What follows belongs to an exercise in optimizing a design on an open flow for small area, a short achievable clock period and few clock cycles; a production flow would make more cautious choices.
No run shown here included a check of the RTL's function; only the layout flow was run.
No run shown here takes its clock network from TritonCTS; it comes from the design's own scripts or RTL.
The clock input has no modelled driver; a real chip could not lean on it and would need a root buffer or a full tree.
Power and IR drop assume default switching activity.

==> design/flow/design.v <==
module fact_machine_wrapper(
    input logic rst, go, clk,
    input logic [31:0] n,
    output logic [31:0] result,
    output logic done
    );
    logic        busy;        
    logic [5:0]  code;        
    logic        big;         
    logic [31:0] table_out;   
    assign table_out[0] = (code == 6'd0) | (code == 6'd1);
    assign table_out[1] = (code == 6'd2) | (code == 6'd3);
    assign table_out[2] = (code == 6'd3);
    assign table_out[3] = (code == 6'd4) | (code == 6'd5);
    assign table_out[4] = (code == 6'd4) | (code == 6'd5) | (code == 6'd6) | (code == 6'd7);
    assign table_out[5] = (code == 6'd5) | (code == 6'd7);
    assign table_out[6] = (code == 6'd5) | (code == 6'd6);
    assign table_out[7] = (code == 6'd6) | (code == 6'd7) | (code == 6'd8) | (code == 6'd9);
    assign table_out[8] = (code == 6'd7) | (code == 6'd8) | (code == 6'd9) | (code == 6'd10) | (code == 6'd11);
    assign table_out[9] = (code == 6'd6) | (code == 6'd7) | (code == 6'd10);
    assign table_out[10] = (code == 6'd8) | (code == 6'd10) | (code == 6'd11) | (code == 6'd12) | (code == 6'd13);
    assign table_out[11] = (code == 6'd8) | (code == 6'd9) | (code == 6'd10) | (code == 6'd12) | (code == 6'd13) | (code == 6'd14) | (code == 6'd15);
    assign table_out[12] = (code == 6'd7) | (code == 6'd8) | (code == 6'd10) | (code == 6'd11) | (code == 6'd12) | (code == 6'd15);
    assign table_out[13] = (code == 6'd12) | (code == 6'd14);
    assign table_out[14] = (code == 6'd10) | (code == 6'd12) | (code == 6'd13) | (code == 6'd15);
    assign table_out[15] = (code == 6'd8) | (code == 6'd9) | (code == 6'd12) | (code == 6'd13) | (code == 6'd16) | (code == 6'd17);
    assign table_out[16] = (code == 6'd9) | (code == 6'd10) | (code == 6'd11) | (code == 6'd14) | (code == 6'd15) | (code == 6'd16) | (code == 6'd17) | (code == 6'd18) | (code == 6'd19);
    assign table_out[17] = (code == 6'd10) | (code == 6'd14) | (code == 6'd15) | (code == 6'd18);
    assign table_out[18] = (code == 6'd9) | (code == 6'd10) | (code == 6'd12) | (code == 6'd15) | (code == 6'd16) | (code == 6'd17) | (code == 6'd20) | (code == 6'd21);
    assign table_out[19] = (code == 6'd12) | (code == 6'd13) | (code == 6'd14) | (code == 6'd17) | (code == 6'd19) | (code == 6'd22) | (code == 6'd23);
    assign table_out[20] = (code == 6'd10) | (code == 6'd14) | (code == 6'd15) | (code == 6'd16) | (code == 6'd18) | (code == 6'd20) | (code == 6'd22);
    assign table_out[21] = (code == 6'd10) | (code == 6'd11) | (code == 6'd13) | (code == 6'd14) | (code == 6'd15) | (code == 6'd16) | (code == 6'd18) | (code == 6'd20) | (code == 6'd23);
    assign table_out[22] = (code == 6'd11) | (code == 6'd15) | (code == 6'd16) | (code == 6'd17) | (code == 6'd18) | (code == 6'd21) | (code == 6'd22) | (code == 6'd23) | (code == 6'd24) | (code == 6'd25);
    assign table_out[23] = (code == 6'd12) | (code == 6'd17) | (code == 6'd19) | (code == 6'd20) | (code == 6'd21) | (code == 6'd22) | (code == 6'd24) | (code == 6'd25) | (code == 6'd26) | (code == 6'd27);
    assign table_out[24] = (code == 6'd13) | (code == 6'd15) | (code == 6'd16) | (code == 6'd23) | (code == 6'd24) | (code == 6'd25) | (code == 6'd26);
    assign table_out[25] = (code == 6'd11) | (code == 6'd13) | (code == 6'd15) | (code == 6'd16) | (code == 6'd17) | (code == 6'd18) | (code == 6'd19) | (code == 6'd20) | (code == 6'd23) | (code == 6'd25) | (code == 6'd28) | (code == 6'd29);
    assign table_out[26] = (code == 6'd12) | (code == 6'd14) | (code == 6'd15) | (code == 6'd16) | (code == 6'd17) | (code == 6'd19) | (code == 6'd28) | (code == 6'd29) | (code == 6'd30) | (code == 6'd31);
    assign table_out[27] = (code == 6'd12) | (code == 6'd14) | (code == 6'd17) | (code == 6'd18) | (code == 6'd21) | (code == 6'd25) | (code == 6'd27) | (code == 6'd28) | (code == 6'd31);
    assign table_out[28] = (code == 6'd12) | (code == 6'd13) | (code == 6'd15) | (code == 6'd16) | (code == 6'd21) | (code == 6'd23) | (code == 6'd24) | (code == 6'd25) | (code == 6'd26) | (code == 6'd27) | (code == 6'd29) | (code == 6'd30);
    assign table_out[29] = (code == 6'd13) | (code == 6'd15) | (code == 6'd16) | (code == 6'd17) | (code == 6'd21) | (code == 6'd22) | (code == 6'd23) | (code == 6'd25) | (code == 6'd28) | (code == 6'd29) | (code == 6'd31);
    assign table_out[30] = (code == 6'd13) | (code == 6'd14) | (code == 6'd15) | (code == 6'd16) | (code == 6'd17) | (code == 6'd18) | (code == 6'd22) | (code == 6'd24) | (code == 6'd25) | (code == 6'd27) | (code == 6'd30);
    assign table_out[31] = (code == 6'd17) | (code == 6'd18) | (code == 6'd20) | (code == 6'd21) | (code == 6'd22) | (code == 6'd24) | (code == 6'd26) | (code == 6'd28) | (code == 6'd29) | (code == 6'd32) | (code == 6'd33);
    always_ff @(posedge clk) begin
        if (rst) begin
            busy <= 1'b0;
            done <= 1'b0;
        end else begin
            busy <= go;
            done <= ~go & (done | busy);
        end
    end
    always_ff @(posedge clk) begin
        if (go) begin
            code <= n[5:0];
            big  <= |n[31:6];
        end
        result <= big ? 32'd0 : table_out;
    end
endmodule
==> design/flow/flow/run.sh <==
#!/bin/bash
# The standard layout (standard.sh), with these changes:
#  - each port's buffer is a plain buf_1;
#  - if flow/resyn.scr exists, the combinational logic of the standard
#    synthesis is re-synthesised with that ABC script (flow/resyn.tcl);
#    flip-flops are kept exactly as the standard synthesis made them;
#  - after CTS, the clock tree is replaced by three clock buffers on the
#    clock port, each driving a third of the registers (flow/onebuf.tcl), so
#    every register's clock passes through one buffer of the same kind.
# Each tool's output goes to a log of its own in this folder.
set -euo pipefail
W=$(pwd)
R=$W/orfs/results/sky130hd/fact_machine_wrapper/base
export BUFFER_PORTS_ARGS="-buffer_cell sky130_fd_sc_hd__buf_1"
if [[ -f $W/flow/resyn.scr ]]; then
  bash standard.sh $R/1_2_yosys.v > standard_synth.log 2>&1
  cp $R/1_2_yosys.v $W/standard_1_2_yosys.v
  YOSYS=${YOSYS_EXE:-$(dirname "$FLOW_HOME")/tools/install/yosys/bin/yosys}
  LIB=$FLOW_HOME/platforms/sky130hd/lib/sky130_fd_sc_hd__tt_025C_1v80.lib \
  IN=$W/standard_1_2_yosys.v OUT=$W/resyn.v TOP=$FLOW_TOP ABCSCRIPT=$W/flow/resyn.scr \
    $YOSYS -c $W/flow/resyn.tcl > resyn.log 2>&1
  cp $W/resyn.v $R/1_2_yosys.v
fi
bash standard.sh $R/4_cts.odb > standard_to_cts.log 2>&1
IN_ODB=$R/4_cts.odb OUT_ODB=$R/4_cts.odb CLK_NBUF=3 CLK_BUF=sky130_fd_sc_hd__clkbuf_8 CLK_PORT=clk \
PLATFORM_DIR=$FLOW_HOME/platforms/sky130hd \
  openroad -no_init -exit $W/flow/onebuf.tcl > onebuf.log 2>&1
bash standard.sh > standard.log 2>&1
==> design/flow/flow/onebuf.tcl <==
# Replace the clock tree that CTS built by CLK_NBUF clock buffers (cell
# CLK_BUF) that the clock port drives, each driving an equal share of the
# registers, grouped by position. Every register's clock then passes through
# exactly one buffer of the same kind. CTS's dummy loads are removed.
read_db $::env(IN_ODB)
set block [ord::get_db_block]
set buf_master [[ord::get_db] findMaster $::env(CLK_BUF)]
set clk_net [$block findNet $::env(CLK_PORT)]
set root ""
foreach it [$clk_net getITerms] {
  if {[$it isInputSignal]} { set root [$it getInst] }
}
if {$root eq ""} { error "no buffer on the clock port" }
set root_out ""
foreach it [$root getITerms] { if {[$it isOutputSignal]} { set root_out [$it getNet] } }
# collect every clock buffer below the root, level by level
set todo [list $root_out]
set sinks {}
set dead_insts {}
set dead_nets {}
while {[llength $todo]} {
  set net [lindex $todo 0]; set todo [lrange $todo 1 end]
  foreach it [$net getITerms] {
    if {![$it isInputSignal]} continue
    set inst [$it getInst]
    set m [[$inst getMaster] getName]
    if {[string match "sky130_fd_sc_hd__clkbuf_*" $m] || [string match "sky130_fd_sc_hd__buf_*" $m]} {
      lappend dead_insts $inst
      foreach o [$inst getITerms] {
        if {![$o isOutputSignal]} continue
        set onet [$o getNet]
        if {$onet eq "NULL" || $onet eq ""} continue
        lappend todo $onet
        lappend dead_nets $onet
      }
    } elseif {[$it getMTerm] ne "" && [[$it getMTerm] getName] eq "CLK"} {
      lappend sinks $it
    } else {
      # a dummy load CTS added for balancing: its output drives nothing
      foreach o [$inst getITerms] {
        if {![$o isOutputSignal]} continue
        set onet [$o getNet]
        if {$onet eq "NULL" || $onet eq ""} continue
        if {[llength [$onet getITerms]] > 1 || [llength [$onet getBTerms]] > 0} { error "clock sink [$inst getName] drives logic" }
        lappend dead_nets $onet
      }
      lappend dead_insts $inst
    }
  }
}
puts "clock sinks: [llength $sinks], buffers removed: [llength $dead_insts]"
foreach it $sinks { $it disconnect }
foreach inst $dead_insts { odb::dbInst_destroy $inst }
foreach net $dead_nets { odb::dbNet_destroy $net }
odb::dbInst_destroy $root
odb::dbNet_destroy $root_out
# split the sinks into K groups of equal size by position (slices across the
# wider side of their bounding box), each driven by one buffer on the port
set K $::env(CLK_NBUF)
set pts {}
set x0 1e18; set x1 -1e18; set y0 1e18; set y1 -1e18
foreach it $sinks {
  set b [[$it getInst] getBBox]
  set x [expr {([$b xMin] + [$b xMax]) / 2}]; set y [expr {([$b yMin] + [$b yMax]) / 2}]
  lappend pts [list $it $x $y]
  set x0 [expr {min($x0, $x)}]; set x1 [expr {max($x1, $x)}]; set y0 [expr {min($y0, $y)}]; set y1 [expr {max($y1, $y)}]
}
set key [expr {($x1 - $x0) >= ($y1 - $y0) ? 1 : 2}]
set pts [lsort -integer -index $key $pts]
set n [llength $pts]
for {set g 0} {$g < $K} {incr g} {
  set lo [expr {$g * $n / $K}]; set hi [expr {($g + 1) * $n / $K - 1}]
  set grp [lrange $pts $lo $hi]
  set net [odb::dbNet_create $block "clknet_$g"]
  $net setSigType CLOCK
  set inst [odb::dbInst_create $block $buf_master "clkbuf_$g"]
  [$inst findITerm A] connect $clk_net
  [$inst findITerm X] connect $net
  [$inst findITerm VPWR] connect [$block findNet VDD]
  [$inst findITerm VGND] connect [$block findNet VSS]
  [$inst findITerm VPB] connect [$block findNet VDD]
  [$inst findITerm VNB] connect [$block findNet VSS]
  set xs 0; set ys 0
  foreach p $grp { [lindex $p 0] connect $net; set xs [expr {$xs + [lindex $p 1]}]; set ys [expr {$ys + [lindex $p 2]}] }
  set m [llength $grp]
  $inst setLocation [expr {$xs / $m}] [expr {$ys / $m}]
  $inst setPlacementStatus PLACED
  puts "clock buffer clkbuf_$g drives $m sinks"
}
source $::env(PLATFORM_DIR)/setRC.tcl
detailed_placement
check_placement -verbose
write_db $::env(OUT_ODB)
==> design/flow/flow/resyn.tcl <==
# Re-synthesise the combinational logic of the standard synthesis netlist for
# area, keeping every flip-flop instance (name, cell type, connections).
yosys -import
set lib $::env(LIB)
read_liberty -ignore_miss_func -ignore_miss_dir $lib
read_verilog $::env(IN)
hierarchy -top $::env(TOP)
set ffs {}
foreach c [split [string trim [exec grep -oE {sky130_fd_sc_hd__[a-z0-9_]+} $::env(IN)]] "\n"] {
  if {[regexp {__(e?dfxtp|dfrtp|dfstp|dfbbp|sdf|dlx|dlrtp|edfxbp|dfxbp)} $c] && [lsearch $ffs $c] < 0} { lappend ffs $c }
}
puts "flip-flop cells kept: $ffs"
setattr -mod -set keep_hierarchy 1 {*}$ffs
flatten
foreach m $ffs { blackbox $m }
opt_clean -purge
abc -liberty $lib -script $::env(ABCSCRIPT)
read_liberty -lib -nooverwrite $lib
splitnets
opt_clean -purge
hilomap -singleton -hicell sky130_fd_sc_hd__conb_1 HI -locell sky130_fd_sc_hd__conb_1 LO
insbuf -buf sky130_fd_sc_hd__buf_4 A X
yosys rename -hide w:*.*
opt_clean -purge
tee -o $::env(OUT).stat stat -liberty $lib
check -assert -mapped
write_verilog -noattr -nohex -nodec $::env(OUT)
==> design/flow/standard.sh <==
#!/bin/bash
# synth_recipe.tcl (not shown) runs the flow's synth.tcl, then flattens the netlist and writes it again
# the make line also repeats each setting of config.mk as NAME=value (left out here)
make -C /OpenROAD-flow-scripts/flow DESIGN_CONFIG=/design/flow/config.mk WORK_HOME=/design/flow/orfs CLKGATE_MAP_FILE= SYNTH_SCRIPT=/design/flow/synth_recipe.tcl "${@:-finish}"
==> design/flow/config.mk <==
export PLATFORM = sky130hd
export DESIGN_NAME = fact_machine_wrapper
export DESIGN_NICKNAME = fact_machine_wrapper
export VERILOG_FILES = /design/flow/design.v
export SDC_FILE = /design/flow/constraint.sdc
export NUM_CORES = 4
export LEC_CHECK = 0
export ABC_AREA = 1
export CAP_MARGIN = 20
export CORE_MARGIN = 2
export CORE_UTILIZATION = 25
export SETUP_SLACK_MARGIN = 3.25
export SLEW_MARGIN = 20
==> design/flow/constraint.sdc <==
create_clock -name core_clock -period 5.0 [get_ports {clk}]
set_input_delay 1.0000 -clock core_clock [delete_from_list [all_inputs] [get_ports {clk}]]
set_output_delay 1.0000 -clock core_clock [all_outputs]
set_load 0.01 [all_outputs]
==> impl_metrics.toml, run 1 <==
[run_status]
run_status = "no timing/DRC/antenna violations"

[hold_path]
hold_end = "done"
hold_start = "busy"
hp-class = "register to register"
hold_depth = 2

[timing]
whs_ps = 489.9
setup_tns_ps = 0
fin_ws_ps = 3275
layout_min_cycle_time_ps = 1725
skew_ps = 11.38
worst_pin_slew_ps = 545.9
finalSetupViolCount = 0
finalHoldViolCount = 0
max_slew_margin_pct = 63.60
final_max_slew_viol_count = 0
period_share_pct = 34.50
max_freq_ghz = 0.5798
rsz0062_at_grt = "yes"

[synth]
synth.cells.most_frequent = "nand2_1, nor2_1, dfxtp_1"
ys_types = 19
synth_edf_count = 7
yosysMostFrequentCell = "nand2_1"
syn-instance-count = 249
async_flop_share_pct = 0
synthFlopType = "dfxtp_1"
syn_area_per_cell_um2 = 7.145
synth.largest_area_cell = "dfxtp_1"
ys_seq_elements = 41
netlist.area_leader.share_pct = 38.26
yosysSeqAreaShare_pct = 50.07
postSynthNetCount = 284
synthTopCellsByArea = "dfxtp_1, edfxtp_1, nand2_1"
synth_area_um2 = 1779
ys_warn_count = 1

[die]
start_util_pct = 26.04
core_um2 = 6832
die_y_um = 88.36
top_level_ports = 68
die_w_um = 88.36
num_rows = 30
die_area_um2 = 7807

[clock_network]
clock_sinks = 41
clk_pin_slew_ps = 80
worstSkewPairLatency_ps = 150
postCtsHoldBufs = 0

[detailed_routing]
wl_mm = 4.759
vias_per_cell = 4.350
wl_per_cell_um = 11.55
firstDrtPassIters = 4
drc = 0
vias = 1792
ant_nets = 0
drtIter0Drc = 146

[global_routing]
grt_max_degree = 17
antenna_found_initial = 0
gr-total-overflow = 0
grt.total_usage_pct = 12.83
grt_pass1_wl_mm = 7.824
grt_pass1_vias = 1684

[power]
power.density_nw_per_um2 = 260.2
p_sw_share_pct = 25.45
irDropWorstVdd_uv = 147.8
combPwrFrac_pct = 15.7
p_seq_share_pct = 61.4
cellLeakagePower_nw = 1.208
internal_power_w = 0.0004402
p_total_w = 0.0005905
p_clk_share_pct = 22.8
p_sw_w = 0.0001503

[setup_path]
cp_max_fo = 1
cp.arrival_ps = 1610
crit_type = "primary input to register"
critPathBufInv = 1
reg2reg_to = "result[31]"
regToRegSetupSlack_ps = 3370
worstPathRequired_ps = 4880
crit_chain = "buf_1, nor2_1, nand2_1, nor4_4, nand4_1"
rr_worst_depth = 7
start_kind = "primary input"
slowest_stage = "nor4_4"
critPathLaunch = "n[12]"
cpPeakStageDelay_ps = 210
critPathTopFamily = "simple AND/OR/NAND/NOR gates"
r2r-start = "code[1]"
endpoint_kind = "register"

[place]
place_ws_ps = 3044
port_buffers = 67
gp_congestion = 0.9010
detailed_place_hpwl_mm = 3.675

[cells_and_area]
drive_gt1_share_pct = 15.51
nNetsFinal = 353
insertedDiodeCount = 0
areaGrowthSynthToFinish_pct = 27.57
post-route-util_pct = 33.22

[run]
drv_cap = 0
layout by cell type, fill, tap and decap left out, types with 3 or more instances in the layout:
cell type / synthesis / final
a21oi_1: 10 / 10
nor2_1: 46 / 40
o21ai_0: 8 / 8
nor2_2: 0 / 5
nand3_1: 31 / 30
nand2_1: 56 / 56
buf_1: 0 / 35
nor3_1: 5 / 5
clkbuf_8: 0 / 3
buf_2: 3 / 32
dfxtp_1: 34 / 32
edfxtp_1: 7 / 7
inv_1: 33 / 33
area by class of cell:
| type | instances | area [µm²] |
|---|---|---|
| buffer | 3 | 41.29 |
| fill | 785 | 4562 |
| inverter | 34 | 127.6 |
| multi-input combinational | 169 | 780.7 |
| sequential | 41 | 893.4 |
| tap | 96 | 120.1 |
| timing repair buffer | 69 | 306.5 |
cell families after synthesis:
| group | count (synthesis) | synth area share, % |
|---|---|---|
| simple gates | 146 | 34.46 |
| flops | 41 | 50.07 |
| buf+inv | 39 | 8.439 |
| compound gates | 23 | 7.032 |
state kept, by name (all words and copies together), names as in the netlist:
signal and count:
big 1, busy 1, code 6, done 1, result 32
tightest hold or removal path, delay by kind of cell, from the launching register on:
family | cells | cell delay [ps]
and+or+nand+nor | 2 | 150
DFF | 1 | 310
layer usage:
layer | global-route usage [%] | wire, µm | vias to the layer above
met3 | 2.892 | 306 | 7
li1 | - | - | 929
met1 | 16.38 | 2146 | 778
met2 | 21.87 | 2230 | 78
met5 | 0 | 0 | -
met4 | 3.444 | 76 | 0
worst max path at each step:
stage            endpoint  cells past startpoint
2_1_floorplan         big                      3
3_3_place_gp          big                      4
3_5_place_dp          big                      4
4_1_cts        result[17]                      1
5_1_grt        result[18]                      9
6_report              big                      5
metrics by stage:
| stage | area [µm²] | cells |
|---|---|---|
| after floorplan | 1779 | 249 |
| after global placement | 2128 | 407 |
| after detailed placement | 2128 | 407 |
| after CTS | 2285 | 415 |
| after global routing | 2270 | 412 |
| final | 2270 | 412 |
power groups by stage:
stage                     combinational [W]  clock, W  sequential (W)
after global routing               0.000105  0.000153        0.000365
after floorplan                   0.0000488         0        0.000372
after CTS                         0.0000871  0.000261        0.000363
after detailed placement          0.0000835         0        0.000371
after global placement            0.0000843         0        0.000370
final                             0.0000928  0.000135        0.000363
repair_timing:
item	4_1_cts	5_1_grt
endpoints found under the setup margin	42	19
pin swaps	0	3
setup buffers	0	2
gates resized for setup	35	10
hold endpoints to repair	0	0
==> run 2: changes to the inputs <==
==> design/flow/design.v (replaced) <==
module fact_machine_wrapper(
    input logic rst, go, clk,
    input logic [31:0] n,
    output logic [31:0] result,
    output logic done
    );
    logic        busy;        
    logic [5:0]  code;        
    logic [31:0] table_out;   
    logic t000, t001, t002, t003, t004, t005, t006, t007, t008, t009, t010, t011;
    logic t012, t013, t014, t015, t016, t017, t018, t019, t020, t021, t022, t023;
    logic t024, t025, t026, t027, t028, t029, t030, t031, t032, t033, t034, t035;
    logic t036, t037, t038, t039, t040, t041, t042, t043, t044, t045, t046, t047;
    logic t048, t049, t050, t051, t052, t053, t054, t055, t056, t057, t058, t059;
    logic t060, t061, t062, t063, t064, t065, t066, t067, t068, t069, t070, t071;
    logic t072, t073, t074, t075, t076, t077, t078, t079, t080, t081, t082, t083;
    logic t084, t085, t086, t087, t088, t089, t090, t091, t092, t093, t094, t095;
    logic t096, t097, t098, t099, t100, t101, t102, t103, t104, t105, t106, t107;
    logic t108, t109, t110, t111, t112, t113, t114, t115, t116, t117, t118, t119;
    logic t120, t121, t122, t123, t124, t125, t126, t127, t128, t129, t130, t131;
    logic t132, t133, t134, t135, t136, t137, t138, t139, t140, t141, t142, t143;
    logic t144, t145, t146, t147, t148, t149, t150, t151, t152, t153, t154, t155;
    logic t156, t157, t158, t159, t160, t161, t162, t163, t164, t165, t166, t167;
    logic t168, t169, t170, t171, t172, t173, t174, t175, t176, t177, t178, t179;
    logic t180;
    assign t122 = ~code[4];
    assign t123 = ~code[5];
    assign t124 = t123 & code[3];
    assign t125 = t124 & t122;
    assign t126 = t125 & code[1];
    assign t127 = ~t126;
    assign t128 = ~code[3];
    assign t129 = code[4] & t123;
    assign t130 = t129 & t128;
    assign t131 = code[1] & code[0];
    assign t132 = ~t131;
    assign t133 = ~code[0];
    assign t134 = ~code[2];
    assign t135 = t134 & t133;
    assign t136 = ~t135;
    assign t137 = code[2] & code[1];
    assign t138 = ~t137;
    assign t139 = ~code[1];
    assign t140 = t134 & t139;
    assign t141 = ~t140;
    assign t142 = t141 & t138;
    assign t143 = ~t142;
    assign t144 = t143 & t136;
    assign t145 = ~t144;
    assign t146 = t145 & t132;
    assign t147 = ~t146;
    assign t148 = t147 & t130;
    assign t149 = ~t148;
    assign t150 = t125 & code[2];
    assign t151 = t150 & t132;
    assign t152 = ~t151;
    assign t153 = t152 & t149;
    assign t154 = t153 & t127;
    assign t155 = ~t154;
    assign t156 = ~t130;
    assign t157 = code[2] & code[0];
    assign t158 = ~t157;
    assign t159 = t158 & t138;
    assign t160 = t139 & t133;
    assign t161 = ~t160;
    assign t162 = t161 & t132;
    assign t163 = t129 & code[3];
    assign t164 = t163 & t162;
    assign t165 = ~t164;
    assign t166 = t158 & t136;
    assign t167 = ~t166;
    assign t168 = t135 & t130;
    assign t169 = ~t168;
    assign t170 = t134 & code[1];
    assign t171 = t170 & code[0];
    assign t172 = ~t171;
    assign table_out[11] = t172 & t125;
    assign t173 = ~table_out[11];
    assign t174 = t173 & t169;
    assign t175 = ~t174;
    assign table_out[17] = t175 & code[1];
    assign t176 = ~table_out[17];
    assign t177 = t176 & t167;
    assign t178 = t130 & t133;
    assign t179 = ~t178;
    assign t180 = t129 & t139;
    assign t000 = ~t180;
    assign t001 = t000 & t179;
    assign t002 = ~t001;
    assign t003 = t002 & t134;
    assign t004 = ~t003;
    assign t005 = t131 & t125;
    assign t006 = ~t005;
    assign t007 = ~t159;
    assign t008 = t007 & t130;
    assign t009 = ~t008;
    assign t010 = t009 & t006;
    assign t011 = t010 & t004;
    assign table_out[22] = ~t011;
    assign t012 = table_out[22] & t177;
    assign t013 = ~t012;
    assign t014 = t013 & t165;
    assign t015 = t163 & t134;
    assign t016 = ~t015;
    assign t017 = t158 & t143;
    assign t018 = ~t017;
    assign table_out[14] = t018 & table_out[11];
    assign t019 = table_out[14] & code[2];
    assign t020 = ~t019;
    assign t021 = t020 & t016;
    assign t022 = t021 & t014;
    assign table_out[28] = ~t022;
    assign t023 = table_out[28] & t159;
    assign t024 = ~t023;
    assign t025 = t024 & t156;
    assign t026 = ~t025;
    assign t027 = t157 & code[1];
    assign t028 = ~t027;
    assign t029 = t028 & t169;
    assign table_out[23] = t029 & t026;
    assign t030 = ~table_out[23];
    assign t031 = t030 & t155;
    assign t032 = ~t031;
    assign t033 = t178 & t138;
    assign t034 = ~t033;
    assign t035 = t034 & t032;
    assign table_out[21] = ~t035;
    assign t036 = t155 & code[0];
    assign t037 = ~t036;
    assign t038 = t124 & code[2];
    assign t039 = ~t038;
    assign t040 = t130 & t134;
    assign t041 = ~t040;
    assign t042 = t041 & t039;
    assign t043 = t042 & t145;
    assign t044 = ~t043;
    assign t045 = t044 & t180;
    assign t046 = ~t045;
    assign t047 = t046 & t034;
    assign t048 = t047 & t037;
    assign t049 = t048 & t129;
    assign t050 = t049 & t166;
    assign t051 = ~t050;
    assign t052 = t161 & t150;
    assign t053 = ~t052;
    assign t054 = t053 & t004;
    assign t055 = t054 & t051;
    assign table_out[30] = ~t055;
    assign table_out[13] = t150 & t133;
    assign t056 = ~t049;
    assign t057 = t056 & t004;
    assign t058 = ~t057;
    assign t059 = t058 & code[0];
    assign t060 = ~t059;
    assign t061 = ~t042;
    assign t062 = t061 & t133;
    assign t063 = t062 & t014;
    assign t064 = ~t063;
    assign t065 = t064 & t060;
    assign table_out[27] = ~t065;
    assign t066 = t179 & t176;
    assign table_out[20] = ~t066;
    assign table_out[19] = ~t153;
    assign t067 = t132 & t134;
    assign t068 = ~t067;
    assign t069 = t068 & t035;
    assign t070 = ~t069;
    assign table_out[24] = t070 & table_out[28];
    assign t071 = ~table_out[24];
    assign t072 = t071 & t002;
    assign t073 = ~t072;
    assign t074 = table_out[24] & t048;
    assign t075 = ~t074;
    assign t076 = t122 & t128;
    assign t077 = t140 & code[5];
    assign t078 = t077 & t076;
    assign t079 = ~t078;
    assign t080 = t079 & t075;
    assign t081 = t080 & t073;
    assign table_out[31] = ~t081;
    assign t082 = ~t177;
    assign t083 = ~table_out[14];
    assign t084 = t125 & t134;
    assign t085 = t084 & t139;
    assign t086 = ~t085;
    assign t087 = t086 & t083;
    assign t088 = ~t087;
    assign t089 = t088 & t082;
    assign t090 = ~t089;
    assign t091 = t130 & t139;
    assign t092 = ~t091;
    assign t093 = t092 & t090;
    assign table_out[18] = ~t093;
    assign t094 = t070 & t142;
    assign t095 = ~t094;
    assign table_out[26] = t095 & t061;
    assign t096 = ~t125;
    assign t097 = t041 & t096;
    assign t098 = ~t097;
    assign t099 = t066 & t146;
    assign t100 = ~t099;
    assign table_out[16] = t100 & t098;
    assign table_out[15] = t098 & t139;
    assign table_out[25] = ~t048;
    assign t101 = t157 & t124;
    assign t102 = ~t101;
    assign t103 = t102 & t009;
    assign t104 = t103 & t046;
    assign table_out[29] = ~t104;
    assign t105 = t076 & t123;
    assign t106 = t105 & t027;
    assign t107 = ~t106;
    assign t108 = ~t170;
    assign t109 = t108 & t162;
    assign t110 = ~t109;
    assign t111 = t110 & t125;
    assign t112 = ~t111;
    assign t113 = t112 & t107;
    assign table_out[12] = ~t113;
    assign table_out[10] = t145 & t125;
    assign t114 = t135 & t126;
    assign t115 = ~t114;
    assign table_out[4] = t105 & code[2];
    assign t116 = table_out[4] & code[1];
    assign t117 = ~t116;
    assign t118 = t117 & t115;
    assign table_out[9] = ~t118;
    assign t119 = ~t084;
    assign t120 = t107 & t119;
    assign table_out[8] = ~t120;
    assign t121 = t117 & t086;
    assign table_out[7] = ~t121;
    assign table_out[6] = table_out[4] & t162;
    assign table_out[5] = table_out[4] & code[0];
    assign table_out[3] = table_out[4] & t139;
    assign table_out[1] = t105 & t170;
    assign table_out[2] = table_out[1] & code[0];
    assign table_out[0] = t105 & t140;
    always_ff @(posedge clk) begin
        if (rst) begin
            busy <= 1'b0;
            done <= 1'b0;
        end else begin
            busy <= go;
            done <= ~go & (done | busy);
        end
    end
    always_ff @(posedge clk) begin
        if (go)
            code <= n[5:0] | {6{|n[31:6]}};
        result <= table_out;
    end
endmodule
==> run 2 against run 1 <==
Clock skew down 4.5 ps. Fmax down 15%. Cell area up 22%.
==> impl_metrics.toml, run 2 <==
[place]
detailed_place_hpwl_mm = 3.111
dpl_cell_area_um2 = 2076
gp_congestion = 0.9482
place_ws_ps = 2775
placed_cells = 331
port_buffers = 67

[detailed_routing]
wl_per_cell_um = 12.70
firstDrtPassIters = 4
drtIter0Drc = 68
wl_mm = 4.853
vias_per_cell = 4.398
vias = 1680
ant_nets = 0
drc = 0

[timing]
skew_ps = 6.886
fin_ws_ps = 2962
final_max_slew_viol_count = 0
layout_min_cycle_time_ps = 2038
rsz0062_at_grt = "yes"
max_slew_margin_pct = 75.14
worst_pin_slew_ps = 372.9
finalHoldViolCount = 0
max_freq_ghz = 0.4908
setup_tns_ps = 0
finalSetupViolCount = 0
period_share_pct = 40.75

[power]
power.density_nw_per_um2 = 230.7
p_total_w = 0.0006374
cellLeakagePower_nw = 1.328
irDropWorstVdd_uv = 170.9

[synth]
netlist.area_leader.share_pct = 41.40
yosysSeqAreaShare_pct = 52.36
synth_area_um2 = 1644
synth_edf_count = 6
yosysMostFrequentCell = "nand2_1"
ys_warn_count = 1
ys_types = 30
postSynthNetCount = 231
async_flop_share_pct = 0
synthFlopType = "dfxtp_1"
synthTopCellsByArea = "dfxtp_1, edfxtp_1, nand2_1"
ys_seq_elements = 40
syn-instance-count = 189
synth.largest_area_cell = "dfxtp_1"
synth.cells.most_frequent = "nand2_1, dfxtp_1, inv_1"
syn_area_per_cell_um2 = 8.699

[die]
top_level_ports = 68
start_util_pct = 25.89
die_y_um = 85.10
core_um2 = 6350
num_rows = 29
die_w_um = 85.10
die_area_um2 = 7241

[setup_path]
worstPathRequired_ps = 4890
crit_chain = "buf_1, nor4_2, nand4_1, nor4_4, nand2_1"
cp.arrival_ps = 1920
critPathBufInv = 1
start_kind = "primary input"
cpPeakStageDelay_ps = 290
cp_max_fo = 6
endpoint_kind = "register"
regToRegSetupSlack_ps = 2980
crit_type = "primary input to register"
critPathTopFamily = "simple AND/OR/NAND/NOR gates"
slowest_stage = "nor4_4"

[cells_and_area]
reg.largest.list = "result: 32 flops, code: 6 flops"
regMostFlops = "result"
largest_register_ffs = 32
stdcell_count = 382
nNetsFinal = 349
mostFrequentLayoutCells = "buf_1, buf_4, dfxtp_1"
drive_gt1_share_pct = 49.18
areaGrowthSynthToFinish_pct = 68.04
finalInstanceArea_um2 = 2763
final_common_cell = "buf_1"
insertedDiodeCount = 0

[hold_path]
hp-class = "register to register"

[clock_network]
clock_sinks = 40
clk_pin_slew_ps = 80
worstSkewPairLatency_ps = 150

[global_routing]
grt_pass1_wl_mm = 7.058
gr-total-overflow = 0
grt.total_usage_pct = 12.29
antenna_found_initial = 0
grt_pass1_vias = 1611
grt_max_degree = 15

[run_status]
run_status = "no timing/DRC/antenna violations"

[run]
drv_cap = 0
[run 2: cell types whose count changed after synthesis, moves of 4 or more]
cell	delta
a21oi_1	-7
ha_1	+7
inv_1	-6
inv_2	+7
nand2_1	-21
nand2_2	+7
nand3_1	-23
nor2_1	-30
nor4_1	+4
[run 2: final cells by class]
class	count	area, µm²
flip-flops and latches	40	862.1
fillers	579	3587
plain buffers	3	41.29
well taps	77	96.34
multi-input cells	112	910.9
repair buffers	115	698.2
inverters	35	153.9
[run 2: worst paths after layout]
| path | from | end | depth (start not counted) |
|---|---|---|---|
| hold reg to reg | busy | done | 2 |
| hold / removal | busy | done | 2 |
| setup / recovery | n[19] | code[0] | 5 |
| setup reg to reg | code[2] | result[31] | 17 |
[run 2: worst reg2reg max path: cells and delay by family (launching register included)]
kind / cells / cell delay (ps)
buffers and inverters: 2 / 230
AO/OA/AOI/OAI: 1 / 190
flip-flops: 1 / 450
adder cells (fa/ha/maj): 1 / 140
AND/OR/NAND/NOR: 13 / 950
[run 2: power breakdown]
part	internal (W)	switching [W]	leakage, nW
Clock	0.0000551	0.0000782	0.0216
Combinational	0.0000713	0.0000820	0.967
Sequential	0.000343	0.00000726	0.340
[run 2: logic make-up (layout without fill, tap and decap cells)]
| family | Yosys count | after routing | share of synthesized area, % |
|---|---|---|---|
| simple gates | 86 | 86 | 26.26 |
| flops | 40 | 40 | 52.36 |
| buf+inv | 37 | 153 | 8.600 |
| compound gates | 19 | 19 | 7.458 |
| fa+ha+maj | 7 | 7 | 5.327 |
[run 2: what timing repair did]
| action | CTS | global route |
|---|---|---|
| hold buffers | 0 | 0 |
| pin swaps | 13 | 24 |
| setup endpoints to repair | 40 | 19 |
| hold endpoints to repair | 0 | 0 |
| resized for setup | 40 | 56 |
| buffers inserted | 30 | 18 |
[run 2: per-stage QoR]
stage / utilization (%) / hold WS [ps]
after floorplan: - / 452.6
after global placement: 32.69 / 467.5
after detailed placement: 32.69 / 471.9
after CTS: 38.60 / 478.3
after global routing: 43.51 / 536.0
final: 43.51 / 474.4
[run 2: metal layers]
layer	vias up	global-route usage, %	wire (µm)
met4	0	5.195	161
met1	752	13.21	1820
li1	836	-	-
met3	15	4.377	379
met2	77	21.73	2491
met5	-	0	0
==> run 3: changes to the inputs <==
==> design/flow/design.v (replaced) <==
module fact_machine_wrapper(
    input logic rst, go, clk,
    input logic [31:0] n,
    output logic [31:0] result,
    output logic done
    );
    logic        busy;        
    logic [5:0]  code;        
    logic [31:0] table_out;   
    logic t000, t001, t002, t003, t004, t005, t006, t007, t008, t009, t010, t011;
    logic t012, t013, t014, t015, t016, t017, t018, t019, t020, t021, t022, t023;
    logic t024, t025, t026, t027, t028, t029, t030, t031, t032, t033, t034, t035;
    logic t036, t037, t038, t039, t040, t041, t042, t043, t044, t045, t046, t047;
    logic t048, t049, t050, t051, t052, t053, t054, t055, t056, t057, t058, t059;
    logic t060, t061, t062, t063, t064, t065, t066, t067, t068, t069, t070, t071;
    logic t072, t073, t074, t075, t076, t077, t078, t079, t080, t081, t082, t083;
    logic t084, t085, t086, t087, t088, t089, t090, t091, t092, t093, t094, t095;
    logic t096, t097, t098, t099, t100, t101, t102, t103, t104, t105, t106, t107;
    logic t108, t109, t110, t111, t112, t113, t114, t115, t116, t117, t118, t119;
    logic t120, t121, t122, t123, t124, t125, t126, t127, t128, t129, t130, t131;
    logic t132, t133, t134, t135, t136, t137, t138, t139, t140, t141, t142, t143;
    logic t144, t145, t146, t147, t148, t149, t150, t151, t152, t153, t154, t155;
    logic t156, t157, t158, t159, t160, t161, t162, t163, t164, t165, t166, t167;
    logic t168, t169, t170, t171, t172, t173, t174, t175, t176, t177;
    assign t119 = code[1] & code[0];
    assign t120 = ~t119;
    assign t121 = ~code[0];
    assign t122 = ~code[1];
    assign t123 = t122 & t121;
    assign t124 = ~t123;
    assign t125 = t124 & t120;
    assign t126 = ~code[2];
    assign t127 = ~code[4];
    assign t128 = ~code[5];
    assign t129 = t128 & code[3];
    assign t130 = t129 & t127;
    assign t131 = t130 & t126;
    assign t132 = t131 & t125;
    assign t133 = ~t132;
    assign t134 = t130 & code[1];
    assign t135 = ~t134;
    assign t136 = ~code[3];
    assign t137 = code[4] & t128;
    assign t138 = t137 & t126;
    assign t139 = t138 & t136;
    assign t140 = ~t139;
    assign t141 = t140 & t135;
    assign t142 = t141 & t133;
    assign t143 = t137 & t136;
    assign t144 = t143 & t125;
    assign t145 = code[2] & code[1];
    assign t146 = ~t145;
    assign t147 = t146 & t144;
    assign t148 = ~t147;
    assign t149 = t129 & code[2];
    assign t150 = t149 & t127;
    assign table_out[13] = t150 & t121;
    assign t151 = ~table_out[13];
    assign t152 = t151 & t148;
    assign t153 = t126 & code[0];
    assign t154 = ~t153;
    assign t155 = t143 & t121;
    assign t156 = ~t155;
    assign t157 = t156 & t135;
    assign t158 = ~t157;
    assign table_out[20] = t158 & t154;
    assign t159 = ~table_out[20];
    assign t160 = t159 & t152;
    assign t161 = ~t160;
    assign t162 = t161 & t142;
    assign t163 = ~t162;
    assign t164 = t156 & t138;
    assign t165 = ~t164;
    assign t166 = t165 & t163;
    assign t167 = t153 & code[1];
    assign t168 = ~t167;
    assign t169 = t168 & t137;
    assign t170 = t154 & t146;
    assign t171 = ~t170;
    assign t172 = t171 & t143;
    assign t173 = ~t172;
    assign t174 = t173 & t121;
    assign t175 = ~t174;
    assign t176 = t175 & t169;
    assign t177 = ~t176;
    assign t000 = code[1] & t121;
    assign t001 = ~t000;
    assign t002 = t001 & t149;
    assign t003 = t002 & t151;
    assign t004 = ~t003;
    assign t005 = t004 & t177;
    assign t006 = ~t005;
    assign t007 = t137 & code[3];
    assign t008 = ~t007;
    assign t009 = t008 & t006;
    assign t010 = t009 & t166;
    assign t011 = ~t010;
    assign t012 = t173 & t158;
    assign t013 = ~t012;
    assign t014 = t013 & t011;
    assign table_out[21] = ~t014;
    assign t015 = ~t125;
    assign t016 = t015 & code[2];
    assign t017 = ~t016;
    assign t018 = t017 & t007;
    assign t019 = ~t018;
    assign t020 = t019 & t156;
    assign t021 = ~t020;
    assign t022 = t021 & t171;
    assign t023 = ~t022;
    assign t024 = t150 & t124;
    assign t025 = ~t024;
    assign t026 = t126 & t122;
    assign t027 = ~t026;
    assign t028 = t124 & t136;
    assign t029 = ~t028;
    assign t030 = t029 & t027;
    assign t031 = ~t030;
    assign t032 = t031 & t169;
    assign t033 = t032 & t126;
    assign t034 = ~t033;
    assign t035 = t034 & t025;
    assign t036 = t035 & t023;
    assign table_out[30] = ~t036;
    assign t037 = t017 & t154;
    assign t038 = ~t037;
    assign t039 = t038 & t007;
    assign t040 = ~t039;
    assign t041 = t040 & t152;
    assign table_out[27] = ~t041;
    assign t042 = t150 & t120;
    assign t043 = ~t042;
    assign t044 = t043 & t173;
    assign table_out[19] = ~t044;
    assign t045 = t170 & t137;
    assign t046 = t045 & t140;
    assign t047 = ~t046;
    assign t048 = ~t144;
    assign t049 = t127 & t136;
    assign t050 = t026 & code[5];
    assign t051 = t050 & t049;
    assign t052 = ~t051;
    assign t053 = t052 & t048;
    assign t054 = t053 & t047;
    assign table_out[31] = ~t054;
    assign t055 = t001 & t161;
    assign t056 = ~t055;
    assign t057 = t056 & t133;
    assign table_out[18] = ~t057;
    assign t058 = ~t149;
    assign t059 = t001 & t139;
    assign t060 = ~t059;
    assign t061 = t060 & t058;
    assign t062 = ~t061;
    assign t063 = t122 & code[0];
    assign t064 = t063 & t127;
    assign t065 = ~t064;
    assign table_out[26] = t065 & t062;
    assign t066 = t126 & code[1];
    assign t067 = ~t066;
    assign t068 = t067 & t135;
    assign t069 = ~t068;
    assign table_out[17] = t069 & table_out[20];
    assign table_out[16] = ~t142;
    assign t070 = ~t130;
    assign t071 = t140 & t070;
    assign t072 = ~t071;
    assign table_out[15] = t072 & t122;
    assign t073 = table_out[21] & t001;
    assign t074 = ~t073;
    assign t075 = t001 & t154;
    assign t076 = t075 & t032;
    assign t077 = ~t076;
    assign t078 = t007 & t122;
    assign t079 = t078 & t077;
    assign t080 = ~t079;
    assign t081 = t080 & t140;
    assign t082 = t081 & t074;
    assign table_out[25] = ~t082;
    assign t083 = t139 & t122;
    assign t084 = ~t083;
    assign t085 = t084 & t005;
    assign table_out[29] = ~t085;
    assign t086 = t000 & t131;
    assign t087 = ~t086;
    assign t088 = t001 & t150;
    assign t089 = ~t088;
    assign t090 = t089 & t087;
    assign table_out[14] = ~t090;
    assign t091 = ~t063;
    assign t092 = ~t131;
    assign t093 = t049 & t128;
    assign table_out[4] = t093 & code[2];
    assign t094 = table_out[4] & code[1];
    assign t095 = t094 & code[0];
    assign t096 = ~t095;
    assign t097 = t096 & t092;
    assign t098 = t097 & t089;
    assign t099 = ~t098;
    assign table_out[12] = t099 & t091;
    assign table_out[11] = t168 & t130;
    assign t100 = ~t150;
    assign t101 = ~table_out[12];
    assign t102 = t101 & t100;
    assign t103 = ~t102;
    assign table_out[10] = t103 & t146;
    assign t104 = t089 & t019;
    assign t105 = t104 & t077;
    assign table_out[28] = ~t105;
    assign t106 = t120 & t126;
    assign t107 = t106 & table_out[28];
    assign t108 = ~t107;
    assign t109 = t108 & t011;
    assign table_out[24] = ~t109;
    assign t110 = ~t094;
    assign t111 = t110 & t087;
    assign table_out[9] = ~t111;
    assign table_out[8] = ~t097;
    assign t112 = t131 & t122;
    assign t113 = ~t112;
    assign t114 = t113 & t110;
    assign table_out[7] = ~t114;
    assign table_out[23] = ~t166;
    assign t115 = ~t032;
    assign t116 = t130 & t119;
    assign t117 = ~t116;
    assign t118 = t117 & t115;
    assign table_out[22] = ~t118;
    assign table_out[6] = table_out[4] & t125;
    assign table_out[5] = table_out[4] & code[0];
    assign table_out[3] = table_out[4] & t122;
    assign table_out[1] = t093 & t066;
    assign table_out[2] = table_out[1] & code[0];
    assign table_out[0] = t093 & t026;
    always_ff @(posedge clk) begin
        if (rst) begin
            busy <= 1'b0;
            done <= 1'b0;
        end else begin
            busy <= go;
            done <= ~go & (done | busy);
        end
    end
    always_ff @(posedge clk) begin
        if (go)
            code <= n[5:0] | {6{|n[31:6]}};
        result <= table_out;
    end
endmodule
==> run 3 against run 2 <==
Routed wire length decreased by 21%. Worst setup slack gained 130 ps. Combinational power decreased by 46%. Cell count decreased by 12%. Power down 12%. Synthesized cell count is 4.2% lower. Cell area decreased by 25%. Critical path depth stayed put. Critical endpoint is now code[4]. Die area is 6.1% lower. Utilization fell by 8.4 points. Critical path type unchanged. Sequential cell count did not move. First-iteration DRC count is 37% higher.
==> impl_metrics.toml, run 3 <==
[global_routing]
grt_max_degree = 15
gr-total-overflow = 0
grt_pass1_vias = 1290
antenna_found_initial = 0
grt_pass1_wl_mm = 5.671
grt.total_usage_pct = 11.24

[synth]
synth_area_um2 = 1539
synthTopCellsByArea = "dfxtp_1, edfxtp_1, nand2_1"
synth_edf_count = 6
synthFlopType = "dfxtp_1"
async_flop_share_pct = 0
postSynthNetCount = 220
syn-instance-count = 181
ys_seq_elements = 40
synth.largest_area_cell = "dfxtp_1"
syn_area_per_cell_um2 = 8.503
netlist.area_leader.share_pct = 44.23
yosysSeqAreaShare_pct = 55.93
synth.cells.most_frequent = "dfxtp_1, nand2_1, nor2_1"
ys_warn_count = 1
ys_types = 24

[hold_path]
hold_start = "busy"
hp-class = "register to register"
hold_depth = 2

[timing]
finalHoldViolCount = 0
setup_tns_ps = 0
max_slew_margin_pct = 67.86
period_share_pct = 38.11
max_freq_ghz = 0.5248
final_max_slew_viol_count = 0
skew_ps = 5.206
finalSetupViolCount = 0
layout_min_cycle_time_ps = 1905
whs_ps = 471.6
worst_pin_slew_ps = 476.0
rsz0062_at_grt = "yes"
fin_ws_ps = 3095

[detailed_routing]
ant_nets = 0
firstDrtPassIters = 4
wl_mm = 3.836
drtIter0Drc = 93
wl_per_cell_um = 11.45
vias = 1469
drc = 0
vias_per_cell = 4.385

[setup_path]
endpoint_kind = "register"
r2r-start = "code[0]"
crit_chain = "buf_1, nor4_2, nand4_1, nor2_4, nand2_1"
crit_type = "primary input to register"
cp.arrival_ps = 1800
start_kind = "primary input"
regToRegSetupSlack_ps = 3350
critPathLaunch = "n[13]"
cp_max_fo = 6
cpPeakStageDelay_ps = 270
rr_worst_depth = 10
slowest_stage = "nor4_2"
worstPathRequired_ps = 4890

[die]
core_um2 = 5921
start_util_pct = 25.99
die_y_um = 82.46
num_rows = 28
die_area_um2 = 6800
top_level_ports = 68
die_w_um = 82.46

[cells_and_area]
ff_latch_area_um2 = 862.1
multi_input_area_um2 = 614.3
post-route-util_pct = 35.14
largest_register_ffs = 32
regMostFlops = "result"
fillers = 650
mostFrequentLayoutCells = "buf_1, nand2_1, dfxtp_1"
final_common_cell = "buf_1"
reg.largest.list = "result: 32 flops, code: 6 flops"
insertedDiodeCount = 0
drive_gt1_share_pct = 23.46
nNetsFinal = 301
areaGrowthSynthToFinish_pct = 35.20

[power]
power.density_nw_per_um2 = 270.7
cellLeakagePower_nw = 0.9802
irDropWorstVdd_uv = 169.8

[run]
drv_cap = 0

[run_status]
run_status = "no timing/DRC/antenna violations"

[place]
place_ws_ps = 2900
gp_congestion = 0.9471
detailed_place_hpwl_mm = 2.999
port_buffers = 67

[clock_network]
worstSkewPairLatency_ps = 140
clk_pin_slew_ps = 80
clock_sinks = 40
postCtsHoldBufs = 0
==> run 3: worst paths after layout <==
kind	to
setup / recovery	code[4]
hold / removal	done
setup reg to reg	result[25]
hold reg to reg	done
==> run 3: worst max-delay path, delay by kind of cell <==
| kind | cells | cell delay, ps |
|---|---|---|
| and+or+nand+nor | 4 | 700 |
| buffers and inverters | 1 | 90 |
==> run 3: logic make-up after synthesis <==
group                      count (synthesis)  share of synthesized area [%]
AOI/OAI and AO/OA                         21                          8.293
adders and majority gates                  4                          3.252
buffers and inverters                     29                          7.154
DFF                                       40                          55.93
and+or+nand+nor                           87                          25.36
==> run 3: power by group <==
part / internal, W / switching, W
Clock: 0.0000551 / 0.0000770
Combinational: 0.0000325 / 0.0000499
Sequential: 0.000342 / 0.00000636
Total: 0.000430 / 0.000133
==> run 3: area by class of cell <==
class                   count  area share, %
multi-input cells         112          29.52
well taps                  75          4.510
plain buffers               3          1.984
inverters                  28          5.292
flip-flops and latches     40          41.43
repair buffers             77          17.26
==> run 3: through the flow <==
step	instance area (µm²)	power (W)	cells
CTS	2102	0.0006975	336
floorplan	1554	0.0003966	181
detailed placement	1894	0.0004278	322
global placement	1894	0.0004280	322
global route	2081	0.0005934	335
finish	2081	0.0005633	335
==> run 3: layer usage <==
metal	vias up	global-route usage (%)	wire length, µm
met5	-	0	0
met4	0	3.000	32
met3	4	3.152	343
met2	71	19.68	1872
met1	646	13.44	1587
li1	748	-	-
==> run 3: repair_timing <==
action / in CTS / in global routing
pin swaps: 1 / 8
setup endpoints to repair: 36 / 9
setup buffers: 6 / 4
gates resized for setup: 29 / 8
==> run 4: changes to the inputs <==
--- a/design/flow/design.v
+++ b/design/flow/design.v
@@ -7,4 +7,5 @@
     logic        busy;        
     logic [5:0]  code;        
+    logic        big;         
     logic [31:0] table_out;   
     logic t000, t001, t002, t003, t004, t005, t006, t007, t008, t009, t010, t011;
@@ -243,7 +244,9 @@
     end
     always_ff @(posedge clk) begin
-        if (go)
-            code <= n[5:0] | {6{|n[31:6]}};
-        result <= table_out;
+        if (go) begin
+            code <= n[5:0];
+            big  <= |n[31:6];
+        end
+        result <= big ? 32'd0 : table_out;
     end
 endmodule
==> run 4 against run 3 <==
Routed wire length is 16% higher. Synthesized cell count is 5.5% higher. Sequential share of layout area is 1.8 points lower. Still clean.
==> impl_metrics.toml, run 4 <==
[run_status]
run_status = "no timing/DRC/antenna violations"

[die]
die_area_um2 = 7304
top_level_ports = 68
core_um2 = 6386
die_w_um = 85.47
die_y_um = 85.47
start_util_pct = 25.98
num_rows = 29

[place]
gp_congestion = 0.9019
port_buffers = 67
dpl_cell_area_um2 = 1992
detailed_place_hpwl_mm = 3.295

[detailed_routing]
ant_nets = 0
wl_mm = 4.448
wl_per_cell_um = 12.56
highest_layer = "met4"
drtIter0Drc = 63
dr_wl_met2_mm = 2.259
wl_met1_mm = 1.818
drc = 0
wl_met3_um = 316
firstDrtPassIters = 4
vias = 1595
vias_per_cell = 4.506

[cells_and_area]
final_common_cell = "buf_1"
finalInstanceArea_um2 = 2261
nNetsFinal = 318
reg.largest.list = "result: 32 flops, code: 6 flops"
areaGrowthSynthToFinish_pct = 36.27
regMostFlops = "result"
largest_register_ffs = 32
mostFrequentLayoutCells = "buf_1, nand2_1, dfxtp_1"
insertedDiodeCount = 0
drive_gt1_share_pct = 31.05

[setup_path]
start_kind = "primary input"
cp.arrival_ps = 1670
worstPathRequired_ps = 4890
crit_type = "primary input to register"
cp_max_fo = 1
endpoint_kind = "register"

[synth]
yosysSeqAreaShare_pct = 53.70
postSynthNetCount = 230
ys_seq_elements = 41
synthFlopType = "dfxtp_1"
synth.largest_area_cell = "dfxtp_1"
synth.cells.most_frequent = "dfxtp_1, nand2_1, nor2_1"
synth_area_um2 = 1659
syn_area_per_cell_um2 = 8.686
netlist.area_leader.share_pct = 41.03
yosysMostFrequentCell = "dfxtp_1"
async_flop_share_pct = 0
ys_types = 28
syn-instance-count = 191
ys_warn_count = 1
synthTopCellsByArea = "dfxtp_1, edfxtp_1, nand2_1"
synth_edf_count = 7

[timing]
skew_ps = 9.641
finalHoldViolCount = 0
finalSetupViolCount = 0
worst_pin_slew_ps = 453.1
max_freq_ghz = 0.5618
final_max_slew_viol_count = 0
max_slew_margin_pct = 69.79
layout_min_cycle_time_ps = 1780
setup_tns_ps = 0
rsz0062_at_grt = "yes"
period_share_pct = 35.60

[global_routing]
grt_pass1_wl_mm = 6.727
antenna_found_initial = 0
grt_max_degree = 20
grt_pass1_vias = 1453
gr-total-overflow = 0
grt.total_usage_pct = 11.53

[hold_path]
hp-class = "register to register"

[clock_network]
clk_pin_slew_ps = 80
postCtsHoldBufs = 0
clock_sinks = 41
worstSkewPairLatency_ps = 150

[power]
power.density_nw_per_um2 = 273.5
irDropWorstVdd_uv = 221.2
cellLeakagePower_nw = 1.018

[run]
drv_cap = 0
run 4: cell count changes in the layout (fill, tap and decap cells not counted), sizes merged, moves of 2 or more:
cell    before  now
nor2        28   30
a21oi        4   11
inv         28   22
o211ai       3    0
buf         77   86
nand2       39   43
run 4: power breakdown:
group | internal, W | switching, W | leakage, nW
Combinational | 0.0000478 | 0.0000708 | 0.649
Clock | 0.0000553 | 0.0000824 | 0.0216
Sequential | 0.000353 | 0.00000904 | 0.347
Total | 0.000456 | 0.000162 | 1.02
run 4: critical path: stages:
cell and delay (ps):
buf_1 80, nor4_1 300, nand2_1 100, nor2_2 100, nand4_1 80
run 4: repair_timing:
action / 4_1_cts / 5_1_grt
setup endpoints to repair: 35 / 8
setup buffers: 5 / 14
pin swaps: 0 / 5
resized for setup: 39 / 6
run 4: cells by family after synthesis:
family / share of synthesized area [%]
fa+ha+maj: 3.017
simple gates: 28.58
compound gates: 8.597
buf+inv: 6.108
flops: 53.70
run 4: per-layer routing:
metal	vias up	global-route usage, %
met1	722	14.47
met5	-	0
met3	6	3.113
met2	70	19.67
li1	797	-
met4	0	2.742
run 4: cell type report:
type                       count  area, µm²
tap                           77      96.34
buffer                         3      41.29
sequential                    41      895.9
fill                         711       4125
inverter                      23      86.33
timing repair buffer          86      450.4
multi-input combinational    124      690.7
run 4: stage by stage:
step | setup slack, ps | power, W | instances | util (%) | hold slack, ps
floorplan | 3260 | 0.0004301 | 191 | - | 452.6
global placement | 3090 | 0.0004661 | 332 | 31.19 | 463.1
detailed placement | 3065 | 0.0004653 | 332 | 31.19 | 472.3
CTS | 3244 | 0.0007331 | 345 | 34.40 | 476.7
global route | 3201 | 0.0006536 | 354 | 35.40 | 525.9
finish | 3220 | 0.0006183 | 354 | 35.40 | 472.4
run 4: final timing paths:
check | from | end | slack [ps] | cells after the start
min reg2reg | busy | done | 470 | 2
max reg2reg | code[5] | result[25] | 3350 | 11
min | busy | done | 470 | 2
max | n[15] | big | 3220 | 5
==> run 5: changes to the inputs <==
==> design/flow/design.v (replaced) <==
module fact_machine_wrapper(
    input logic rst, go, clk,
    input logic [31:0] n,
    output logic [31:0] result,
    output logic done
    );
    logic        busy;        
    logic [5:0]  code;        
    logic [31:0] table_out;   
    logic t000, t001, t002, t003, t004, t005, t006, t007, t008, t009, t010, t011;
    logic t012, t013, t014, t015, t016, t017, t018, t019, t020, t021, t022, t023;
    logic t024, t025, t026, t027, t028, t029, t030, t031, t032, t033, t034, t035;
    logic t036, t037, t038, t039, t040, t041, t042, t043, t044, t045, t046, t047;
    logic t048, t049, t050, t051, t052, t053, t054, t055, t056, t057, t058, t059;
    logic t060, t061, t062, t063, t064, t065, t066, t067, t068, t069, t070, t071;
    logic t072, t073, t074, t075, t076, t077, t078, t079, t080, t081, t082, t083;
    logic t084, t085, t086, t087, t088, t089, t090, t091, t092, t093, t094, t095;
    logic t096, t097, t098, t099, t100, t101, t102, t103, t104, t105, t106, t107;
    logic t108, t109, t110, t111, t112, t113, t114, t115, t116, t117, t118, t119;
    logic t120, t121, t122, t123, t124, t125, t126, t127, t128, t129, t130, t131;
    logic t132, t133, t134, t135, t136, t137, t138, t139, t140, t141, t142, t143;
    logic t144, t145, t146, t147, t148, t149, t150, t151, t152, t153, t154, t155;
    logic t156, t157, t158, t159, t160, t161, t162, t163, t164, t165, t166, t167;
    logic t168, t169;
    assign t110 = code[2] & code[1];
    assign t111 = ~t110;
    assign t112 = ~code[0];
    assign t113 = ~code[3];
    assign t114 = ~code[5];
    assign t115 = code[4] & t114;
    assign t116 = t115 & t113;
    assign t117 = t116 & t112;
    assign t118 = t117 & t111;
    assign t119 = ~t118;
    assign t120 = code[2] & code[0];
    assign t121 = t120 & t116;
    assign t122 = ~t121;
    assign t123 = code[1] & t112;
    assign t124 = ~t123;
    assign t125 = ~code[4];
    assign t126 = t114 & code[3];
    assign t127 = t126 & code[2];
    assign t128 = t127 & t125;
    assign t129 = t128 & t124;
    assign t130 = ~t129;
    assign t131 = t130 & t122;
    assign t132 = ~t131;
    assign t133 = t116 & t110;
    assign t134 = ~t133;
    assign t135 = t126 & t120;
    assign t136 = ~t135;
    assign t137 = t136 & t134;
    assign t138 = ~t137;
    assign t139 = t138 & t132;
    assign t140 = ~t139;
    assign t141 = t140 & t119;
    assign t142 = t126 & t125;
    assign t143 = t142 & code[1];
    assign t144 = ~t143;
    assign t145 = t144 & t141;
    assign table_out[21] = ~t145;
    assign t146 = code[3] & code[2];
    assign t147 = t146 & table_out[21];
    assign t148 = ~t147;
    assign t149 = t115 & code[3];
    assign t150 = ~code[1];
    assign t151 = t150 & code[0];
    assign t152 = ~t151;
    assign t153 = t152 & t124;
    assign t154 = ~t153;
    assign t155 = t154 & t149;
    assign t156 = ~t155;
    assign t157 = t115 & t150;
    assign t158 = t157 & code[2];
    assign t159 = ~t158;
    assign t160 = t159 & t149;
    assign t161 = ~t160;
    assign t162 = t116 & t150;
    assign t163 = ~t162;
    assign t164 = t163 & t161;
    assign t165 = ~t164;
    assign t166 = ~code[2];
    assign t167 = t116 & t166;
    assign t168 = t167 & code[0];
    assign t169 = ~t168;
    assign t000 = t169 & t166;
    assign t001 = t000 & t165;
    assign t002 = ~t001;
    assign t003 = t002 & t156;
    assign t004 = ~t003;
    assign t005 = ~t127;
    assign t006 = ~t167;
    assign t007 = t006 & t005;
    assign t008 = t007 & t112;
    assign t009 = t008 & t149;
    assign t010 = ~t009;
    assign t011 = t154 & t116;
    assign t012 = ~t011;
    assign t013 = t166 & t150;
    assign t014 = t125 & t113;
    assign t015 = t014 & code[5];
    assign t016 = t015 & t013;
    assign t017 = ~t016;
    assign t018 = t017 & t159;
    assign t019 = t018 & t012;
    assign t020 = t019 & t010;
    assign t021 = t020 & t004;
    assign t022 = ~t021;
    assign t023 = ~t117;
    assign t024 = ~t157;
    assign t025 = t024 & t023;
    assign t026 = ~t025;
    assign t027 = t026 & t159;
    assign t028 = ~t027;
    assign t029 = t028 & t022;
    assign t030 = t029 & t148;
    assign table_out[30] = ~t030;
    assign table_out[13] = t128 & t112;
    assign t031 = ~t008;
    assign t032 = t165 & code[0];
    assign t033 = ~t032;
    assign t034 = t164 & t112;
    assign t035 = ~t034;
    assign t036 = t035 & t033;
    assign t037 = ~t036;
    assign table_out[27] = t037 & t031;
    assign t038 = ~t142;
    assign t039 = t006 & t038;
    assign t040 = ~t039;
    assign t041 = t124 & t111;
    assign t042 = ~t041;
    assign table_out[17] = t042 & t040;
    assign t043 = ~table_out[17];
    assign t044 = t043 & t023;
    assign table_out[20] = ~t044;
    assign t045 = code[1] & code[0];
    assign t046 = ~t045;
    assign t047 = t046 & t128;
    assign t048 = ~t047;
    assign t049 = t169 & t134;
    assign t050 = t049 & t048;
    assign table_out[19] = ~t050;
    assign table_out[31] = ~t020;
    assign t051 = t142 & t166;
    assign t052 = t051 & t154;
    assign t053 = ~t052;
    assign t054 = t153 & t128;
    assign t055 = ~t054;
    assign t056 = t055 & t163;
    assign t057 = t056 & t053;
    assign table_out[18] = ~t057;
    assign t058 = ~t007;
    assign t059 = ~t141;
    assign t060 = t154 & t059;
    assign t061 = ~t060;
    assign table_out[26] = t061 & t058;
    assign t062 = t006 & t144;
    assign t063 = t062 & t053;
    assign table_out[16] = ~t063;
    assign table_out[15] = t040 & t150;
    assign t064 = t031 & t157;
    assign t065 = t064 & code[3];
    assign t066 = ~t065;
    assign t067 = t143 & code[0];
    assign t068 = ~t067;
    assign t069 = t068 & t006;
    assign t070 = t069 & t141;
    assign t071 = t070 & t066;
    assign table_out[25] = ~t071;
    assign t072 = ~t064;
    assign t073 = t072 & t137;
    assign table_out[29] = ~t073;
    assign t074 = t051 & t123;
    assign t075 = ~t074;
    assign t076 = t075 & t130;
    assign table_out[14] = ~t076;
    assign t077 = ~t051;
    assign t078 = t014 & t114;
    assign table_out[4] = t078 & code[2];
    assign table_out[5] = table_out[4] & code[0];
    assign t079 = table_out[5] & code[1];
    assign t080 = ~t079;
    assign t081 = t080 & t077;
    assign t082 = t081 & t130;
    assign t083 = ~t082;
    assign table_out[12] = t083 & t152;
    assign t084 = t166 & code[1];
    assign t085 = t084 & code[0];
    assign t086 = ~t085;
    assign table_out[11] = t086 & t142;
    assign t087 = ~t128;
    assign t088 = ~table_out[12];
    assign t089 = t088 & t087;
    assign t090 = ~t089;
    assign table_out[10] = t090 & t111;
    assign t091 = t046 & t001;
    assign t092 = ~t091;
    assign t093 = t092 & t140;
    assign table_out[24] = ~t093;
    assign t094 = t078 & t110;
    assign t095 = ~t094;
    assign t096 = t095 & t075;
    assign table_out[9] = ~t096;
    assign table_out[8] = ~t081;
    assign t097 = t051 & t150;
    assign t098 = ~t097;
    assign t099 = t098 & t095;
    assign table_out[7] = ~t099;
    assign t100 = t018 & table_out[21];
    assign t101 = ~t100;
    assign t102 = ~t146;
    assign t103 = t102 & t115;
    assign t104 = ~t103;
    assign t105 = t104 & t087;
    assign t106 = ~t105;
    assign table_out[23] = t106 & t101;
    assign t107 = t068 & t122;
    assign t108 = t107 & t028;
    assign table_out[22] = ~t108;
    assign table_out[6] = table_out[4] & t154;
    assign table_out[3] = table_out[4] & t150;
    assign t109 = t003 & t131;
    assign table_out[28] = ~t109;
    assign table_out[2] = t085 & t078;
    assign table_out[1] = t084 & t078;
    assign table_out[0] = t078 & t013;
    always_ff @(posedge clk) begin
        if (rst) begin
            busy <= 1'b0;
            done <= 1'b0;
        end else begin
            busy <= go;
            done <= ~go & (done | busy);
        end
    end
    always_ff @(posedge clk) begin
        if (go)
            code <= n[5:0] | {6{|n[31:6]}};
        result <= table_out;
    end
endmodule
==> run 5 against run 4 <==
Sequential share of layout area grew 3.0 points. Sequential power shrank 4%. Synthesized cell count shrank 0.52%. Register-to-register slack gained 50 ps. Still clean. Combinational power shrank 39%. Global-route usage shrank 1.0 points. Utilization shrank 1.4 points. Critical path depth is the same. Cell area shrank 11%. Largest power group unchanged.
==> impl_metrics.toml, run 5 <==
[timing]
finalHoldViolCount = 0
whs_ps = 480.3
finalSetupViolCount = 0
skew_ps = 4.959
final_max_slew_viol_count = 0
max_freq_ghz = 0.5387
worst_pin_slew_ps = 377.7
max_slew_margin_pct = 74.82
setup_tns_ps = 0
rsz0062_at_grt = "yes"
period_share_pct = 37.13
layout_min_cycle_time_ps = 1856

[setup_path]
worstPathRequired_ps = 4900
crit_type = "primary input to register"
endpoint_kind = "register"
start_kind = "primary input"
cp_max_fo = 6
cp.arrival_ps = 1750

[global_routing]
grt_util_met3_pct = 2.584
grt.total_usage_pct = 10.53
grt_util_met2_pct = 17.52
met1_usage_pct = 12.80
grt_max_degree = 15
top_usage_layer = "met2"
grt_pass1_vias = 1360
gr-total-overflow = 0
antenna_found_initial = 0
grt_pass1_wl_mm = 6.023

[die]
die_y_um = 82.94
die_w_um = 82.94
top_level_ports = 68
num_rows = 28
start_util_pct = 26.16
core_um2 = 5956
die_area_um2 = 6878

[detailed_routing]
wl_per_cell_um = 10.91
drc = 0
ant_nets = 0
drtIter0Drc = 120
vias = 1459
wl_mm = 3.656
vias_per_cell = 4.355
firstDrtPassIters = 4

[cells_and_area]
insertedDiodeCount = 0
nNetsFinal = 300
regMostFlops = "result"
areaGrowthSynthToFinish_pct = 29.88
ff_latch_area_um2 = 862.1
reg.largest.list = "result: 32 flops, code: 6 flops"
multi_input_area_um2 = 596.8
mostFrequentLayoutCells = "nand2_1, buf_1, dfxtp_1"
drive_gt1_share_pct = 19.62
post-route-util_pct = 33.97
final_common_cell = "nand2_1"
fillers = 645
finalInstanceArea_um2 = 2023
largest_register_ffs = 32

[synth]
yosysSeqAreaShare_pct = 55.26
synth_edf_count = 6
synthFlopType = "dfxtp_1"
netlist.area_leader.share_pct = 43.69
yosysMostFrequentCell = "nand2_1"
syn_area_per_cell_um2 = 8.199
ys_seq_elements = 40
ys_types = 25
synth.largest_area_cell = "dfxtp_1"
synth_area_um2 = 1558
async_flop_share_pct = 0
ys_warn_count = 1
synthTopCellsByArea = "dfxtp_1, edfxtp_1, nand2_1"
syn-instance-count = 190
synth.cells.most_frequent = "nand2_1, dfxtp_1, inv_1"
postSynthNetCount = 228

[power]
power.density_nw_per_um2 = 273.0
irDropWorstVdd_uv = 109.3
cellLeakagePower_nw = 1.009

[place]
port_buffers = 67
detailed_place_hpwl_mm = 2.885
gp_congestion = 0.8552
dpl_cell_area_um2 = 1894

[clock_network]
worstSkewPairLatency_ps = 140
postCtsHoldBufs = 0
clock_sinks = 40
clk_pin_slew_ps = 80

[hold_path]
hp-class = "register to register"

[run]
drv_cap = 0

[run_status]
run_status = "no timing/DRC/antenna violations"
-- run 5: path summary, 6_finish.rpt --
check	depth (start not counted)	end	startpoint	slack, ps
max	5	code[2]	n[24]	3140
max reg2reg	9	result[25]	code[0]	3400
min	2	done	busy	480
min reg2reg	2	done	busy	480
-- run 5: stage by stage --
stage	worst slack, ps	std cells	power, W
after detailed placement	2923	329	0.0004241
final	3144	335	0.0005523
after global routing	3039	335	0.0005855
after floorplan	3147	190	0.0003947
after CTS	3250	337	0.0006921
after global placement	2984	329	0.0004235
-- run 5: critical path, stage by stage --
cell and delay [ps]:
buf_1 80, nor4_2 270, nand3_1 150, nor2_4 180, nand2_1 70
-- run 5: layout make-up --
| cell class | instances | area share [%] |
|---|---|---|
| inverter | 29 | 5.380 |
| timing repair buffer | 70 | 15.83 |
| multi-input combinational | 118 | 29.50 |
| tap | 75 | 4.638 |
| sequential | 40 | 42.61 |
| buffer | 3 | 2.041 |
-- run 5: repair_timing --
action,CTS,global route
resized for setup,35,2
setup buffers,1,2
setup endpoints to repair,42,8
hold endpoints to repair,0,0
cloned,0,0
pin swaps,0,8
-- run 5: logic make-up (layout without fill, tap and decap cells) --
| group | after synthesis | count (layout) | share of synthesized area [%] |
|---|---|---|---|
| compound gates | 17 | 17 | 6.105 |
| fa+ha+maj | 3 | 3 | 2.410 |
| flops | 40 | 40 | 55.26 |
| simple gates | 98 | 98 | 27.71 |
| buf+inv | 32 | 102 | 8.514 |
-- run 5: layer usage --
metal | up-vias | wire length [µm] | share of wire, %
met2 | 74 | 1731 | 47
met4 | 0 | 61 | 1.7
li1 | 750 | - | -
met5 | - | 0 | 0
met3 | 4 | 328 | 9.0
met1 | 631 | 1535 | 42
-- run 5: where the power goes --
part           switching, W  internal [W]
combinational     0.0000441     0.0000284
sequential       0.00000735      0.000342
clock             0.0000755     0.0000551

afterwards: timing with drivers on the ports:
The flow's constraints put no driver on any port. The routed layouts listed below were extracted and timed again, unchanged, in two steps.
Step 1 sets driving cells, clkbuf_16 on the clock port and buf_2 on the other inputs (assumed; they add their load-dependent delay and slew).
Step 2 times the ports against the registers' clock, not the clock port: input delays grow and output delays shrink by t, the midpoint of the rising clock arrivals with the driver on.
Slacks: ideal / step 1 / step 2; pairs: ideal / step 1.
| run | t, ns | setup slack, ns | worst setup path after step 2 | latest minus earliest clock arrival (ns) |
|---|---|---|---|---|
| run 1 | 0.191 | 3.275 / 3.301 / 3.110 | input to register | 0.017 / 0.016 |
| run 2 | 0.193 | 2.962 / 2.983 / 2.800 | input to register | 0.011 / 0.010 |
| run 3 | 0.190 | 3.095 / 3.122 / 2.932 | input to register | 0.005 / 0.006 |
| run 4 | 0.189 | 3.220 / 3.236 / 3.047 | input to register | 0.010 / 0.010 |
| run 5 | 0.187 | 3.144 / 3.170 / 2.983 | input to register | 0.006 / 0.006 |
After both steps every run listed still meets setup and hold. The setup slack of run 4, which loses most, moves by +0.016 ns with the drivers and by -0.173 ns with both steps.
